From an optimization exercise on the open Yosys and OpenROAD flow, aimed at small area and a short achievable clock period; shortcuts taken in it are not production practice.
The RTL was checked by simulation tests, not by an equivalence proof against the original design.
Power figures rest on the tool's default switching activity, not on a simulated workload.

### flow/flow/run.sh
#!/bin/bash
# The standard layout (standard.sh), with plain buffers on the ports instead of
# the delay cells buffer_ports picks by default, and no dummy clock loads in CTS.
set -euo pipefail
export BUFFER_PORTS_ARGS="-buffer_cell sky130_fd_sc_hd__buf_2"
export CTS_ARGS="-sink_clustering_enable -repair_clock_nets -sink_clustering_size 30 -sink_clustering_max_diameter 100 -dont_use_dummy_load"
bash standard.sh > standard.log 2>&1
### flow/standard.sh
#!/bin/bash
# synth_recipe.tcl (not shown) runs the flow's synth.tcl, then flattens the netlist and writes it again
# the make line also repeats each setting of config.mk as NAME=value (left out here)
make -C /OpenROAD-flow-scripts/flow DESIGN_CONFIG=/design/flow/config.mk WORK_HOME=/design/flow/orfs CLKGATE_MAP_FILE= SYNTH_SCRIPT=/design/flow/synth_recipe.tcl "${@:-finish}"
### flow/config.mk
export PLATFORM = sky130hd
export DESIGN_NAME = bist
export DESIGN_NICKNAME = bist
export VERILOG_FILES = /design/flow/design.v
export SDC_FILE = /design/flow/constraint.sdc
export NUM_CORES = 4
export LEC_CHECK = 0
export CAP_MARGIN = 20
export CORE_MARGIN = 2
export CORE_UTILIZATION = 40
export SETUP_SLACK_MARGIN = 2.9
export SLEW_MARGIN = 20
export SYNTH_HIERARCHICAL = 1
### flow/constraint.sdc
create_clock -name core_clock -period 5.5 [get_ports {clk}]
set_input_delay 1.1000 -clock core_clock [delete_from_list [all_inputs] [get_ports {clk}]]
set_output_delay 1.1000 -clock core_clock [all_outputs]
set_load 0.01 [all_outputs]
### flow/design.v
module mux2i_gate (
    input  logic s,
    input  logic a0,
    input  logic a1,
    output logic y
);
    assign y = ~(s ? a1 : a0);
endmodule
module inv_gate (
    input  logic a,
    output logic y
);
    assign y = ~a;
endmodule
module predecoder (
    input  logic       test,
    input  logic [5:0] k,          
    input  logic [5:0] address,
    input  logic       en,
    output logic [7:0] lo_n,       
    output logic [7:0] hi_n        
);
    logic [5:0] a, a_n;
    for (genvar i = 0; i < 6; i++) begin : g_a
        mux2i_gate m (.s(test), .a0(address[i]), .a1(k[i]), .y(a_n[i]));
        inv_gate   n (.a(a_n[i]), .y(a[i]));
    end
    for (genvar i = 0; i < 8; i++) begin : g_l
        nand3_gate l (
            .a(i[0] ? a[0] : a_n[0]),
            .b(i[1] ? a[1] : a_n[1]),
            .c(i[2] ? a[2] : a_n[2]),
            .y(lo_n[i])
        );
        nand4_gate h (
            .a(en),
            .b(i[0] ? a[3] : a_n[3]),
            .c(i[1] ? a[4] : a_n[4]),
            .d(i[2] ? a[5] : a_n[5]),
            .y(hi_n[i])
        );
    end
endmodule
module rdwr (
    input  logic test,
    input  logic k6,
    input  logic csin,
    input  logic rwbarin,
    output logic rd,
    output logic wr,
    output logic wrt,      
    output logic wrn,      
    output logic idle      
);
    assign rd   = test ? k6 : (csin & rwbarin);
    assign wrt  = test & ~k6;
    assign wrn  = ~test & csin & ~rwbarin;
    assign wr   = test ? ~k6 : (csin & ~rwbarin);
    assign idle = ~test & ~csin;
endmodule
module pattern (
    input  logic [2:0] k,
    output logic [7:0] pat
);
    always_comb begin
        case (k)
            3'd0: pat = 8'hAA;
            3'd1: pat = 8'h55;
            3'd2: pat = 8'hF0;
            3'd3: pat = 8'h0F;
            3'd4: pat = 8'h00;
            3'd5: pat = 8'hFF;
            3'd6: pat = 8'hCC;
            default: pat = 8'h33;
        endcase
    end
endmodule
module dinmux (
    input  logic       test,
    input  logic [7:0] pat,
    input  logic [7:0] datain,
    output logic [7:0] din
);
    assign din = test ? pat : datain;
endmodule
module decoder (
    input  logic        test,
    input  logic [6:0]  k,         
    input  logic        csin,
    input  logic        rwbarin,
    input  logic [5:0]  address,
    output logic        wrt,       
    output logic        wrn,       
    output logic        idle,      
    output logic [63:0] rsel,      
    output logic [63:0] we         
);
    logic       rd, wr;
    logic [7:0] lor_n, low_n, hir_n, hiw_n;
    rdwr rw (.test(test), .k6(k[6]), .csin(csin), .rwbarin(rwbarin),
             .rd(rd), .wr(wr), .wrt(wrt), .wrn(wrn), .idle(idle));
    predecoder pr (.test(test), .k(k[5:0]), .address(address), .en(rd),
                   .lo_n(lor_n), .hi_n(hir_n));
    predecoder pw (.test(test), .k(k[5:0]), .address(address), .en(wr),
                   .lo_n(low_n), .hi_n(hiw_n));
    for (genvar w = 0; w < 64; w++) begin : g_w
        nor2_gate u_r (.a(hir_n[w / 8]), .b(lor_n[w % 8]), .y(rsel[w]));
        nor2_gate u_w (.a(hiw_n[w / 8]), .b(low_n[w % 8]), .y(we[w]));
    end
endmodule
module aoi222_gate (
    input  logic a1, a2, b1, b2, c1, c2,
    output logic y
);
    assign y = ~((a1 & a2) | (b1 & b2) | (c1 & c2));
endmodule
module aoi22_gate (
    input  logic a1, a2, b1, b2,
    output logic y
);
    assign y = ~((a1 & a2) | (b1 & b2));
endmodule
module nand4_gate (
    input  logic a, b, c, d,
    output logic y
);
    assign y = ~(a & b & c & d);
endmodule
module nand3_gate (
    input  logic a, b, c,
    output logic y
);
    assign y = ~(a & b & c);
endmodule
module nand2_gate (
    input  logic a, b,
    output logic y
);
    assign y = ~(a & b);
endmodule
module nor3_gate (
    input  logic a, b, c,
    output logic y
);
    assign y = ~(a | b | c);
endmodule
module nor2_gate (
    input  logic a,
    input  logic b,
    output logic y
);
    assign y = ~(a | b);
endmodule
module multiplexer #(
    parameter AOI3 = 1
) (
    input  logic [63:0] d,
    input  logic [63:0] rsel,
    input  logic        pat,
    input  logic        wrt,
    input  logic        datain,
    input  logic        wrn,
    input  logic        q,
    input  logic        idle,
    output logic        out
);
    logic [66:0] s, v;
    assign s = {idle, wrn, wrt, rsel};
    assign v = {q, datain, pat, d};
    if (AOI3) begin : g_aoi3
        logic [22:0] t;      
        for (genvar i = 0; i < 22; i++) begin : g_t
            aoi222_gate u (
                .a1(s[3*i]),   .a2(v[3*i]),
                .b1(s[3*i+1]), .b2(v[3*i+1]),
                .c1(s[3*i+2]), .c2(v[3*i+2]),
                .y(t[i])
            );
        end
        nand2_gate g_t22 (.a(s[66]), .b(v[66]), .y(t[22]));
        logic [5:0] u;       
        for (genvar i = 0; i < 5; i++) begin : g_u
            nand4_gate g (.a(t[4*i]), .b(t[4*i+1]), .c(t[4*i+2]), .d(t[4*i+3]), .y(u[i]));
        end
        nand3_gate g_u5 (.a(t[20]), .b(t[21]), .c(t[22]), .y(u[5]));
        logic [2:0] x;       
        for (genvar i = 0; i < 3; i++) begin : g_x
            nor2_gate g (.a(u[2*i]), .b(u[2*i+1]), .y(x[i]));
        end
        nand3_gate g_out (.a(x[0]), .b(x[1]), .c(x[2]), .y(out));
    end else begin : g_aoi2
        logic [33:0] t;      
        for (genvar i = 0; i < 33; i++) begin : g_t
            aoi22_gate u (
                .a1(s[2*i]),   .a2(v[2*i]),
                .b1(s[2*i+1]), .b2(v[2*i+1]),
                .y(t[i])
            );
        end
        nand2_gate g_t33 (.a(s[66]), .b(v[66]), .y(t[33]));
        logic [8:0] u;       
        for (genvar i = 0; i < 8; i++) begin : g_u
            nand4_gate g (.a(t[4*i]), .b(t[4*i+1]), .c(t[4*i+2]), .d(t[4*i+3]), .y(u[i]));
        end
        nand2_gate g_u8 (.a(t[32]), .b(t[33]), .y(u[8]));
        logic [2:0] x;       
        for (genvar i = 0; i < 3; i++) begin : g_x
            nor3_gate g (.a(u[3*i]), .b(u[3*i+1]), .c(u[3*i+2]), .y(x[i]));
        end
        nand3_gate g_out (.a(x[0]), .b(x[1]), .c(x[2]), .y(out));
    end
endmodule
module dout_gate (
    input  logic t,
    input  logic n,
    input  logic csin,
    input  logic rwbarin,
    output logic y
);
    assign y = t | (n & csin & rwbarin);
endmodule
module bist #(
    parameter size   = 6,
    parameter length = 8,
    parameter AOI3   = 1       
) (
    input  logic             clk,
    input  logic             rst,
    input  logic             start,
    input  logic             csin,
    input  logic             rwbarin,
    input  logic             opr,
    input  logic [size-1:0]  address,
    input  logic [length-1:0] datain,
    output logic [length-1:0] dataout,
    output logic              fail
);
    logic       test;
    logic [9:0] k;
    always_ff @(posedge clk) begin
        if (rst)
            test <= 1'b0;
        else if (!test)
            test <= start;
        else if (&k)
            test <= 1'b0;
        k <= test ? k + 10'd1 : 10'd0;
    end
    logic [7:0] pat;
    pattern pgen (.k(k[9:7]), .pat(pat));
    logic        wrt, wrn, idle;
    logic [63:0] rsel, we;
    logic [7:0]  din;
    decoder dec (
        .test    (test),
        .k       (k[6:0]),
        .csin    (csin),
        .rwbarin (rwbarin),
        .address (address),
        .wrt     (wrt),
        .wrn     (wrn),
        .idle    (idle),
        .rsel    (rsel),
        .we      (we)
    );
    dinmux dmux (.test(test), .pat(pat), .datain(datain), .din(din));
    logic [7:0] mem [0:63];
    always_ff @(posedge clk)
        for (int w = 0; w < 64; w++)
            if (we[w])
                mem[w] <= din;
    logic [7:0] rdata, rdata_nx;
    for (genvar b = 0; b < 8; b++) begin : g_rd
        logic [63:0] col;
        for (genvar w = 0; w < 64; w++) begin : g_w
            assign col[w] = mem[w][b];
        end
        multiplexer #(.AOI3(AOI3)) mux (
            .d    (col),
            .rsel (rsel),
            .pat    (pat[b]),
            .wrt    (wrt),
            .datain (datain[b]),
            .wrn    (wrn),
            .q    (rdata[b]),
            .idle (idle),
            .out  (rdata_nx[b])
        );
    end
    always_ff @(posedge clk)
        rdata <= rdata_nx;
    logic [7:0] rdata_t, rdata_n;
    assign rdata_t = rdata & {8{test & k[6]}};
    assign rdata_n = rdata & {8{~test}};
    for (genvar b = 0; b < 8; b++) begin : g_out
        dout_gate u (.t(rdata_t[b]), .n(rdata_n[b]), .csin(csin), .rwbarin(rwbarin),
                     .y(dataout[b]));
    end
    always_ff @(posedge clk)
        fail <= test && k[6] && opr && (rdata != pat);
endmodule
==> summary.md, run 1 <==
| Metric | Value |
|---|---|
| Clk latency of the worst-skew pair | 0.57 ns |
| Final Hold Violating Endpoints | 0 |
| Syn Area/Cell | around 18 µm² |
| P&R area growth vs syn | 18.4% |
| Register area share after synthesis | 80.5% |
| Die ar. | approximately 0.051 mm² |
| Pwr Density | slightly below 300 mW/mm² |
| CTS H-Tree Depth | 1 |
| Dpl ws | between 1 and 1.5 ns |
| Fmax | around 350 MHz |
| RD Place Congestion | approximately 0.85 |
| Vias/cell | between 6 and 7 |
| Met1 global-route usage | around 29% |
| Layout Skew | a little under 0.05 ns |
| CTS tree | yes |
| Grt ovf | 0 |
| Via count | 12.0k |
| Largest net degree at the start of global routing | 65 |
| Area leader, netlist | edfxtp_1 |
| GR Layer Usage met3 | under 10% |
| First-pass GRT wire length | around 75 mm |
| DR DRC count | 0 |
| First-pass iteration count of the detailed router | 9 |
| Slew Limit Fails | 0 |
| CTS Buf Count | 22 |
| Post-synth ARST share | 0% |
| Layout cells sized above 1 | 26.9% |
| Clock buffer depth | 3 |
| Initial antenna violation count | 0 |
| Syn Nets | roughly 1.1k |
| Port buffer count | 28 |
| Minimum clock period after layout | around 2.8 ns |
| Die Wd | approximately 230 µm |
| Number of flops mapped to enable cells by yosys | between 500 and 600 |
| Slowest-stage cell, CP | dfxtp_4 |
| Crit-path leading delay family | flip-flops |
| VDD IR max | around 190 µV |
| Worst-Margin Slew | about 0.84 ns |
| Vias in the first global route | between 10k and 15k |
| Startpoint types | flop |
| Final setup viols | 0 |
| Routed WL per cell | ~28 µm |
| Most Crowded Layer GR | met2 |
| Status | timing/DRC/antenna clean |
| Ys flop type | edfxtp_1 |
| Commonest cells post-synth | edfxtp_1, a222oi_1, nor2_1 |
| Root Driver | clkbuf_16 |
| #FFs+latches synth | 532 |
| Post-layout net count | roughly 1.2k |
| Yosys cell types | 32 |
| Share of the synthesized area in the top cell type | between 70% and 80% |
| Hold-fix buffers, CTS | 0 |
| Clk pin slew, worst setup/hold paths | between 0.1 and 0.15 ns |
| FF-to-FF Start | test$_SDFF_PP0_ |
| Die Height | around 230 µm |
| ANT nets after route | 0 |
| Relative slew slack | between 40 and 50% |
| R2r setup slk | 2.73 ns |
| CP peak stage delay | 0.39 ns |
| Total Neg Setup Slack | 0 ns |
| CP max FO | 5 |
| Critical path type | reg -> out |
| Leakage | 6.91 nW |
| WP buf/inv | 3 |
| Final wirelength | a little over 50 mm |
| Row count | between 80 and 90 |
| CP endpoint kind | primary output |
| Core area | slightly below 0.05 mm² |
| Setup slack after layout | approximately 2.7 ns |
| Initial core utilization | 40.3% |
| Cell count after synthesis | roughly 1.1k |
| Crit share post-route | a little over 50% |
| Initial drt markers | ~2.3k |
| Crit path from | test$_SDFF_PP0_ |
| Hold Startpoint | k[9]$_SDFF_PN0_ |
| Synth Warn # | 9 |
| DP Wirelength | roughly 32 mm |
| Most numerous cell in the Yosys netlist | edfxtp_1 |
| Worst-path cell chain | buf_4 > buf_12 > nor2b_1 > a31o_4 > buf_6 |
| Met2 GRT Util | about a third |
| Hold WC Path Type | reg -> reg |
| CP arrival | 1.72 ns |
| Total track usage | around a fifth |
| Req. time, crit path | ~4.4 ns |
| RSZ-0062 raised after global routing | true |
| Antenna Cells | 0 |
| IO Pins | 29 |
| Clock Sinks | about 530 |
| Post-Syn Area | between 0.015 and 0.02 mm² |
| Top cells by area, synth | edfxtp_1, a222oi_1, nor2_1 |
| # Max-Cap Violations | 0 |
## routing by layer
layer	up-vias	part of all wire, %
met4	0	3.0
met3	87	8.9
met2	691	47
met1	6189	41
li1	5019	-
met5	-	0
## repair_timing
action	in CTS	in global routing
gates cloned	0	1
buffers inserted	44	44
gates resized for setup	206	111
pin swaps	29	70
setup endpoints to repair	528	532
## cell usage in the layout (no fill, tap or decap), drive strengths merged, types with 4 or more instances in the layout
master    n
nand2    13
clkbuf   24
xor2     12
edfxtp  512
o21ai     4
and3      8
mux2i    13
nor2b    10
nor2    159
a31o      8
buf     116
a21oi     5
dfxtp    20
xnor2     6
mux2      8
nand3    36
nand4    59
inv      15
a222oi  176
## final cells by class
| type | instances | area [µm²] |
|---|---|---|
| Clock buffer | 22 | 551 |
| Fill cell | 4003 | 25500 |
| Inverter | 15 | 61.3 |
| Multi-Input combinational cell | 533 | 4840 |
| Sequential cell | 532 | 15800 |
| Tap cell | 622 | 778 |
| Timing Repair Buffer | 118 | 1180 |
## power by group
| group | leakage (nW) | total (mW) | internal (mW) | switching [mW] |
|---|---|---|---|---|
| Clock | 0.271 | 1.85 | 0.722 | 1.13 |
| Combinational | 1.87 | 0.444 | 0.134 | 0.310 |
| Sequential | 4.77 | 4.52 | 4.49 | 0.0305 |
## Yosys stat by module (local to each module, per instance), excerpt
module	cells	flops+latches
dout_gate	1	0
rdwr	7	0
nand2_gate	1	0
mux2i_gate	1	0
dinmux	9	0
pattern	13	0
nand3_gate	1	0
nand4_gate	1	0
nor2_gate	1	0
bist	601	532
aoi222_gate	1	0
inv_gate	1	0
## metrics by stage
| step | std cells | total power [mW] | cell area (µm²) | util, % | hold WS, ns |
|---|---|---|---|---|---|
| 6_report | 1842 | 6.81 | 23200 | 47.7 | 0.598 |
| 5_1_grt | 1842 | 6.99 | 23200 | 47.7 | 0.620 |
| 3_3_place_gp | 1731 | 4.89 | 20500 | 42.1 | 0.504 |
| 2_1_floorplan | 1086 | 4.75 | 19600 | - | 0.462 |
| 4_1_cts | 1797 | 6.76 | 22200 | 45.6 | 0.557 |
| 3_5_place_dp | 1731 | 4.90 | 20500 | 42.1 | 0.511 |
## path summary, 6_finish.rpt
check	depth (start not counted)	end
hold / removal	2	k[9]$_SDFF_PN0_
setup / recovery	5	dataout[4]
setup reg to reg	11	rdata[5]$_DFF_P_
hold reg to reg	2	k[9]$_SDFF_PN0_
## cells by family after synthesis
kind of cell	share of synthesized area (%)
and+or+nand+nor	7.21
muxes	1.28
xor gates and xnor gates	0.843
buffers and inverters	0.479
AOI/OAI and AO/OA	9.62
adders and majority gates	0.0638
DFF	80.5
## registers in the layout, summed over array words and instances (netlist names)
name   cells
mem      512
k         10
rdata      8
fail       1
test       1
## worst register-to-register path, stage by stage (launching register included)
cell and delay (ns):
dfxtp_4 0.39, buf_12 0.14, buf_12 0.12, buf_12 0.12
mux2i_4 0.19, buf_6 0.18, nand3_4 0.19, nor2_2 0.14
a222oi_1 0.52, nand4_1 0.33, nor2_4 0.26, nand3_2 0.10
==> run 2, diff against run 1 <==
==> flow/run.sh (new file) <==
#!/bin/bash
# synth_recipe.tcl (not shown) runs the flow's synth.tcl, then flattens the netlist and writes it again
# the make line also repeats each setting of config.mk as NAME=value (left out here)
make -C /OpenROAD-flow-scripts/flow DESIGN_CONFIG=/design/flow/config.mk WORK_HOME=/design/flow/orfs CLKGATE_MAP_FILE= SYNTH_SCRIPT=/design/flow/synth_recipe.tcl finish
--- a/flow/config.mk
+++ b/flow/config.mk
@@ -9,4 +9,7 @@
 export CORE_MARGIN = 2
-export CORE_UTILIZATION = 40
-export SETUP_SLACK_MARGIN = 2.9
+export CORE_UTILIZATION = 50
+export CTS_CLUSTER_DIAMETER = 100
+export CTS_CLUSTER_SIZE = 30
+export PLACE_DENSITY = 0.65
+export SETUP_SLACK_MARGIN = 2.7
 export SLEW_MARGIN = 20
removed: flow/flow/run.sh
removed: flow/standard.sh
==> run 2 against run 1 <==
Hold slack got worse by 0.018 ns; area after synthesis did not move; global-route usage rose by 4.4 points; worst setup slack improved by 0.011 ns; largest power group unchanged; final area fell by 3.3%; sequential share of layout area rose by 2.3 points; register-to-register slack barely moved; cell count fell by 6.4%.
==> summary.md, run 2 <==
| Metric | Value |
|---|---|
| Fill cell total of the finished layout | 2865 (-28%) |
| Initial core utilization | 50.7% (+10 points) |
| Crit path depth | 10 (+5) |
| IO Pins | 29 (unchanged) |
| Number of flops mapped to enable cells by yosys | 512 (unchanged) |
| RSZ-0062 raised after global routing | false |
| Req. time, crit path | 5.93 ns (+1.53 ns) |
| Hold WC Path Type | reg -> reg |
| Status | timing/DRC/antenna clean |
| Regs by FF count | mem x512, k x10, rdata x8 |
| DP Wirelength | 31.0 mm (-3.2%) |
| Vias/cell | 6.84 (+5.1%) |
| Die ar. | 0.0408 mm² (-20%) |
| Initial antenna violation count | 0 (unchanged) |
| Clock buffer depth | 3 (unchanged) |
| Dpl ws | 0.814 ns (-0.550 ns) |
| Die Wd | 202 µm (-10%) |
| Layout Skew | 0.0177 ns (-0.0303 ns) |
| Core area | 0.0386 mm² (-21%) |
| Final wirelength | 50.8 mm (-2.1%) |
| Antenna Cells | 0 (unchanged) |
| Share of the synthesized area in the top cell type | 78.5% (unchanged) |
| Final Hold Violating Endpoints | 0 (unchanged) |
| CP peak stage delay | 0.58 ns (+0.19 ns) |
| Worst-Margin Slew | 0.816 ns (-0.0250 ns) |
| Relative slew slack | 45.6% (+1.7 points) |
| Commonest cells after routing, fill and taps aside | edfxtp_1, a222oi_1, nor2_2 |
| Setup slack after layout | 2.69 ns (+0.0105 ns) |
| Post-synth ARST share | 0% (unchanged) |
| Post-layout net count | 1213 (-2.4%) |
| Fmax | 356 MHz (+0.37%) |
| Post-Syn Area | 0.0196 mm² (unchanged) |
| Post-Layout Inst Area | 0.0224 mm² (-3.3%) |
| CTS tree | yes |
| Worst-path cell chain | clkdlybuf4s15_1 > mux2i_4 > inv_4 > nand3_4 > buf_6 > nor2_2 > a222oi_1 > nand4_1 > nor2_2 > nand3_1 |
| Biggest register | mem |
| Commonest cells post-synth | edfxtp_1, a222oi_1, nor2_1 |
| Routed WL per cell | 29.5 µm (+4.6%) |
| Crit-path leading delay family | simple AND/OR/NAND/NOR gates |
| Ys flop type | edfxtp_1 |
| Total Neg Setup Slack | 0 ns (unchanged) |
| Clock Sinks | 532 (unchanged) |
| Grt ovf | 0 (unchanged) |
| DR DRC count | 0 (unchanged) |
| Via count | 11.8k (-1.7%) |
| Top cells by area, synth | edfxtp_1, a222oi_1, nor2_1 |
| ANT nets after route | 0 (unchanged) |
| CP arrival | 3.25 ns (+1.53 ns) |
| Die Height | 202 µm (-10%) |
| Root Driver | clkbuf_16 |
| Hold path cells | 1 (-1) |
| Syn Nets | 1107 (unchanged) |
| Total track usage | 24.3% (+4.4 points) |
| Area leader, netlist | edfxtp_1 |
| Crit share post-route | 51.1% (-0.19 points) |
| Row count | 72 (-11%) |
| Commonest non-fill, non-tap cell in the layout | edfxtp_1 |
| VDD IR max | 204 µV (+8.8%) |
| CP most frequent cell | nor2_2 |
| CTS Buf Count | 21 (-4.5%) |
| Initial drt markers | 2204 (-4.7%) |
| Synth Warn # | 9 (unchanged) |
| Cells on worst reg2reg path | 11 (unchanged) |
| CP max FO | 8 (+3) |
| Max reg flops | 512 (unchanged) |
| Syn Area/Cell | 18.0 µm² (unchanged) |
| Port buffer count | 28 (unchanged) |
| Startpoint types | input pin |
| Final setup viols | 0 (unchanged) |
| Clk latency of the worst-skew pair | 0.55 ns (-0.02 ns) |
| # Max-Cap Violations | 0 (unchanged) |
| Slew Limit Fails | 0 (unchanged) |
| Placement Cell Area | 0.0205 mm² (+0.23%) |
| Minimum clock period after layout | 2.81 ns (-0.0105 ns) |
| Critical path type | in -> reg |
| Largest net degree at the start of global routing | 65 (unchanged) |
| Pwr Density | 303 mW/mm² (+3.2%) |
| RD Place Congestion | 0.848 (-0.32%) |
| CP endpoint kind | flop |
| CTS H-Tree Depth | 1 (unchanged) |
| P&R area growth vs syn | 14.4% |
| Most numerous cell in the Yosys netlist | edfxtp_1 |
| First-pass GRT wire length | 73.3 mm (-1.9%) |
| WP buf/inv | 3 (unchanged) |
| First-pass iteration count of the detailed router | 8 (-1) |
| Vias in the first global route | 11.1k (-0.090%) |
| Cell count after synthesis | 1086 (unchanged) |
| Register area share after synthesis | 80.5% (unchanged) |
| #FFs+latches synth | 532 (unchanged) |
| Clk pin slew, worst setup/hold paths | 0.12 ns (about the same) |
| Yosys cell types | 32 (unchanged) |
| Slowest-stage cell, CP | a222oi_1 |
| Leakage | 6.67 nW (-3.6%) |
| Layout cells sized above 1 | 23.0% (-3.9 points) |
## run 2: cell counts after synthesis
Identical to the previous run, type by type.
## run 2: worst paths after layout
check | start | to | slack, ns
setup reg to reg | test$_SDFF_PP0_ | rdata[1]$_DFF_P_ | 2.72
hold / removal | k[0]$_SDFF_PN0_ | k[0]$_SDFF_PN0_ | 0.58
setup / recovery | address[2] | rdata[0]$_DFF_P_ | 2.69
hold reg to reg | k[0]$_SDFF_PN0_ | k[0]$_SDFF_PN0_ | 0.58
## run 2: power breakdown
part | internal (mW) | total [mW] | switching, mW
Clock | 0.738 | 1.87 | 1.13
Sequential | 4.49 | 4.52 | 0.0305
Combinational | 0.111 | 0.406 | 0.295
## run 2: per-layer routing
layer	GRT usage, %	part of all wire (%)	vias to the layer above
met1	36.2	41	6064
met5	0	0	-
met3	3.47	9.6	67
met4	6.36	2.4	0
met2	38.0	47	711
li1	-	-	4944
## run 2: cell type report
| type | instances | area [µm²] | share of cell area [%] |
|---|---|---|---|
| Clock buffer | 36 | 582 | 2.60 |
| Tap cell | 518 | 648 | 2.89 |
| Multi-Input combinational cell | 533 | 4540 | 20.2 |
| Sequential cell | 532 | 15800 | 70.4 |
| Inverter | 15 | 63.8 | 0.285 |
| Timing Repair Buffer | 89 | 798 | 3.56 |
| Clock inverter | 1 | 8.76 | 0.0391 |
## run 2: per-stage QoR
step / power, mW / hold WS, ns / utilization [%] / cells
final: 6.79 / 0.580 / 58.0 / 1724
after global routing: 6.97 / 0.621 / 58.0 / 1724
after CTS: 6.79 / 0.599 / 57.7 / 1708
after detailed placement: 4.91 / 0.537 / 53.1 / 1632
after global placement: 4.91 / 0.491 / 53.1 / 1632
after floorplan: 4.75 / 0.462 / - / 1086
## run 2: kinds of logic after synthesis
group,Yosys count,share of synthesized area (%)
fa+ha+maj,1,0.0638
xor+xnor,18,0.843
simple gates,299,7.21
mux,21,1.28
buf+inv,21,0.479
flops,532,80.5
compound gates,194,9.62
## run 2: what timing repair did
item	in CTS	in global routing
pin swaps	45	22
hold buffers	0	0
setup endpoints to repair	528	165
resized for setup	277	31
buffers inserted	39	16
hold endpoints to repair	0	0
## run 2: Yosys stat by module (local to each module, per instance), excerpt
module | cells | flops+latches | times used
aoi222_gate | 1 | 0 | 176
mux2i_gate | 1 | 0 | 12
pattern | 13 | 0 | 1
dout_gate | 1 | 0 | 8
nand2_gate | 1 | 0 | 8
inv_gate | 1 | 0 | 12
nand3_gate | 1 | 0 | 32
dinmux | 9 | 0 | 1
bist | 601 | 532 | 1
rdwr | 7 | 0 | 1
nand4_gate | 1 | 0 | 56
nor2_gate | 1 | 0 | 152
==> run 3, diff against run 2 <==
--- a/flow/config.mk
+++ b/flow/config.mk
@@ -9,6 +9,5 @@
 export CORE_MARGIN = 2
-export CORE_UTILIZATION = 50
+export CORE_UTILIZATION = 40
 export CTS_CLUSTER_DIAMETER = 100
 export CTS_CLUSTER_SIZE = 30
-export PLACE_DENSITY = 0.65
 export SETUP_SLACK_MARGIN = 2.7
==> run 3 against run 2 <==
Wire length increased by 7.8%; combinational power up 2%; sequential share of layout area up 0.44 points; fmax is 1.4% lower; global-route usage shrank 3.1 points; critical endpoint is now rdata[3]$_DFF_P_; first-iteration DRC count is 13% higher; core utilization down 12 points; via count increased by 1.2%; still clean; sequential cell count is the same; final area shrank 0.57%; critical path depth stayed put.
==> summary.md, run 3 <==
| Metric | Value |
|---|---|
| FF-to-FF Start | test$_SDFF_PP0_ |
| Via count | 11.9k (+1.2%) |
| Ys flop type | edfxtp_1 |
| Yosys cell types | 32 (unchanged) |
| Die Wd | 225 µm (+12%) |
| Clock buffer depth | 3 (unchanged) |
| CP arrival | 3.35 ns (+0.10 ns) |
| Biggest register | mem |
| Share of the synthesized area in the top cell type | 78.5% (unchanged) |
| Vias in the first global route | 11.2k (+1.0%) |
| Die Height | 225 µm (+12%) |
| Clock Sinks | 532 (unchanged) |
| # Max-Cap Violations | 0 (unchanged) |
| Largest net degree at the start of global routing | 65 (unchanged) |
| Final wirelength | 54.8 mm (+7.8%) |
| Regs by FF count | mem x512, k x10, rdata x8 |
| Root Driver | clkbuf_16 |
| Commonest cells after routing, fill and taps aside | edfxtp_1, a222oi_1, nor2_2 |
| Max reg flops | 512 (unchanged) |
| Routed WL per cell | 30.1 µm (+2.2%) |
| Minimum clock period after layout | 2.85 ns (+0.0386 ns) |
| Initial drt markers | 2493 (+13%) |
| Syn Nets | 1107 (unchanged) |
| Layout cells sized above 1 | 19.3% (-3.7 points) |
| Post-Syn Area | 0.0196 mm² (unchanged) |
| RSZ-0062 raised after global routing | true |
| Number of flops mapped to enable cells by yosys | 512 (unchanged) |
| Area of the multi-input gates | 0.00432 mm² (-4.9%) |
| #FFs+latches synth | 532 (unchanged) |
| Post-layout net count | 1203 (-0.82%) |
| Grt ovf | 0 (unchanged) |
| Clk pin slew, worst setup/hold paths | 0.12 ns (about the same) |
| Slew Limit Fails | 0 (unchanged) |
| Initial antenna violation count | 0 (unchanged) |
| Final setup viols | 0 (unchanged) |
| Relative slew slack | 36.1% (-9.5 points) |
| Critical path type | in -> reg |
| Post-synth ARST share | 0% (unchanged) |
| Total Neg Setup Slack | 0 ns (unchanged) |
| DP Wirelength | 33.0 mm (+6.6%) |
| Worst-Margin Slew | 0.959 ns (+0.142 ns) |
| First-pass GRT wire length | 78.1 mm (+6.6%) |
| Vias/cell | 6.56 (-4.0%) |
| First-pass iteration count of the detailed router | 9 (+1) |
| Total track usage | 21.2% (-3.1 points) |
| Hold WC Path Type | reg -> reg |
| RD Place Congestion | 0.904 (+6.7%) |
| Port buffer count | 28 (unchanged) |
| IO Pins | 29 (unchanged) |
| Hold Startpoint | k[0]$_SDFF_PN0_ |
| ANT nets after route | 0 (unchanged) |
| Final Hold Violating Endpoints | 0 (unchanged) |
| Dpl ws | 0.862 ns (+0.0474 ns) |
| CP max FO | 11 (+3) |
| Row count | 81 (+13%) |
| CP endpoint kind | flop |
| CTS tree | yes |
| Cell count after synthesis | 1086 (unchanged) |
| Commonest cells post-synth | edfxtp_1, a222oi_1, nor2_1 |
| Req. time, crit path | 6.00 ns (+0.07 ns) |
| Syn Area/Cell | 18.0 µm² (unchanged) |
| Pwr Density | 306 mW/mm² (+1.1%) |
| Fill cell total of the finished layout | 4122 (+44%) |
| Layout Skew | 0.0291 ns (+0.0114 ns) |
| FF+latch area | 0.0158 mm² (about the same) |
| Crit share post-route | 51.8% (+0.70 points) |
| Util after Layout | 45.8% (-12 points) |
| Startpoint types | input pin |
| Leakage | 6.64 nW (-0.38%) |
| Antenna Cells | 0 (unchanged) |
| Setup slack after layout | 2.65 ns (-0.0386 ns) |
| Clk latency of the worst-skew pair | 0.57 ns (+0.02 ns) |
| Commonest non-fill, non-tap cell in the layout | edfxtp_1 |
| DR DRC count | 0 (unchanged) |
| Most numerous cell in the Yosys netlist | edfxtp_1 |
| Worst hold slack | 0.566 ns (-0.0142 ns) |
| Die ar. | 0.0508 mm² (+24%) |
| CTS Buf Count | 21 (unchanged) |
| Top cells by area, synth | edfxtp_1, a222oi_1, nor2_1 |
| Area leader, netlist | edfxtp_1 |
| P&R area growth vs syn | 13.8% |
| Crit path from | csin |
| Synth Warn # | 9 (unchanged) |
| Core area | 0.0486 mm² (+26%) |
| VDD IR max | 182 µV (-11%) |
| Status | timing/DRC/antenna clean |
| Fmax | 351 MHz (-1.4%) |
| Initial core utilization | 40.3% (-10 points) |
| CTS H-Tree Depth | 1 (unchanged) |
| Register area share after synthesis | 80.5% (unchanged) |
-- run 3: cell counts after synthesis --
Identical to the previous run, type by type.
-- run 3: final timing paths --
check                                   endpoint  slack [ns]  cells after the start
worst min register to register   k[0]$_SDFF_PN0_        0.57                      1
worst max register to register  rdata[3]$_DFF_P_        2.66                     10
worst min-delay path             k[0]$_SDFF_PN0_        0.57                      1
worst max-delay path            rdata[3]$_DFF_P_        2.65                     10
-- run 3: per-module statistics from Yosys (local to each module, per instance), excerpt --
module / cells / copies in the design / cell area, µm² / flip-flops and latches
inv_gate: 1 / 12 / 3.75 / 0
aoi222_gate: 1 / 176 / 10.0 / 0
nand4_gate: 1 / 56 / 6.26 / 0
nand2_gate: 1 / 8 / 3.75 / 0
bist: 601 / 1 / 16200 / 532
rdwr: 7 / 1 / 48.8 / 0
nor2_gate: 1 / 152 / 3.75 / 0
mux2i_gate: 1 / 12 / 10.0 / 0
pattern: 13 / 1 / 104 / 0
nand3_gate: 1 / 32 / 5.00 / 0
dinmux: 9 / 1 / 131 / 0
dout_gate: 1 / 8 / 8.76 / 0
-- run 3: routing by layer --
layer  track usage (%)  part of all wire [%]
met5                 0                     0
met4              7.46                   3.3
met3              3.51                    10
met2              33.6                    47
met1              29.8                    40
-- run 3: stage by stage --
stage	total power, mW	instances	instance area [µm²]
after floorplan	4.75	1086	19600
after global placement	4.94	1732	20600
after detailed placement	4.94	1732	20600
after CTS	6.84	1806	22200
after global routing	7.02	1818	22300
final	6.83	1818	22300
-- run 3: layout make-up --
class,count,area share [%]
Timing Repair Buffer,79,3.40
Inverter,15,0.264
Multi-Input combinational cell,533,19.4
Clock buffer,36,2.61
Sequential cell,532,70.8
Clock inverter,1,0.0393
Tap cell,622,3.49
-- run 3: logic make-up after synthesis --
| kind of cell | after synthesis | synth area share, % |
|---|---|---|
| adder cells (fa/ha/maj) | 1 | 0.0638 |
| flip-flops | 532 | 80.5 |
| XOR/XNOR | 18 | 0.843 |
| buffers and inverters | 21 | 0.479 |
| multiplexers | 21 | 1.28 |
| AO/OA/AOI/OAI | 194 | 9.62 |
| AND/OR/NAND/NOR | 299 | 7.21 |
-- run 3: what timing repair did --
| action | in CTS | in global routing |
|---|---|---|
| pin swaps | 44 | 19 |
| gates cloned | 1 | 0 |
| hold buffers | 0 | 0 |
| resized for setup | 219 | 24 |
| setup buffers | 36 | 12 |
| endpoints found under the setup margin | 528 | 458 |
-- run 3: power breakdown --
| group | internal (mW) | switching, mW | leakage, nW |
|---|---|---|---|
| Combinational | 0.110 | 0.305 | 1.59 |
| Clock | 0.738 | 1.15 | 0.281 |
| Sequential | 4.49 | 0.0355 | 4.77 |
-- run 3: worst max-delay path, cell delays in order --
cell and delay, ns:
buf_4 0.15, nand2_1 0.10, o21ai_2 0.37, nand4_1 0.27, buf_12 0.21, nor2_1 0.46
a222oi_1 0.26, nand4_1 0.26, nor2_2 0.08, nand3_1 0.07

==> afterwards: timing with drivers on the ports <==
In the flow no input, the clock included, has a driving cell. The finished layouts below were timed again as built, in two steps.
Step 1 assumes that a clkbuf_16 drives the clock port and a buf_2 every other input.
Step 2 also shifts input and output timing later by t, the mid clock arrival at the registers, as if the neighbouring blocks saw the same clock.
Slacks: ideal ports / drivers / drivers and shift; pairs: ideal ports / drivers.
run | shift t [ns] | setup slack, ns | slew at the worst register clock pin (ns) | worst data-port slew with drivers (ns)
run 1 | 0.603 | 2.678 / 2.625 / 2.218 | 0.12 / 0.12 | 0.05
run 2 | 0.594 | 2.689 / 2.714 / 2.120 | 0.12 / 0.12 | 0.05
run 3 | 0.617 | 2.650 / 2.661 / 2.053 | 0.12 / 0.12 | 0.06
After both steps every run listed still meets setup and hold. The setup slack of run 3, which loses most, moves by +0.011 ns with the drivers and by -0.597 ns with both steps.
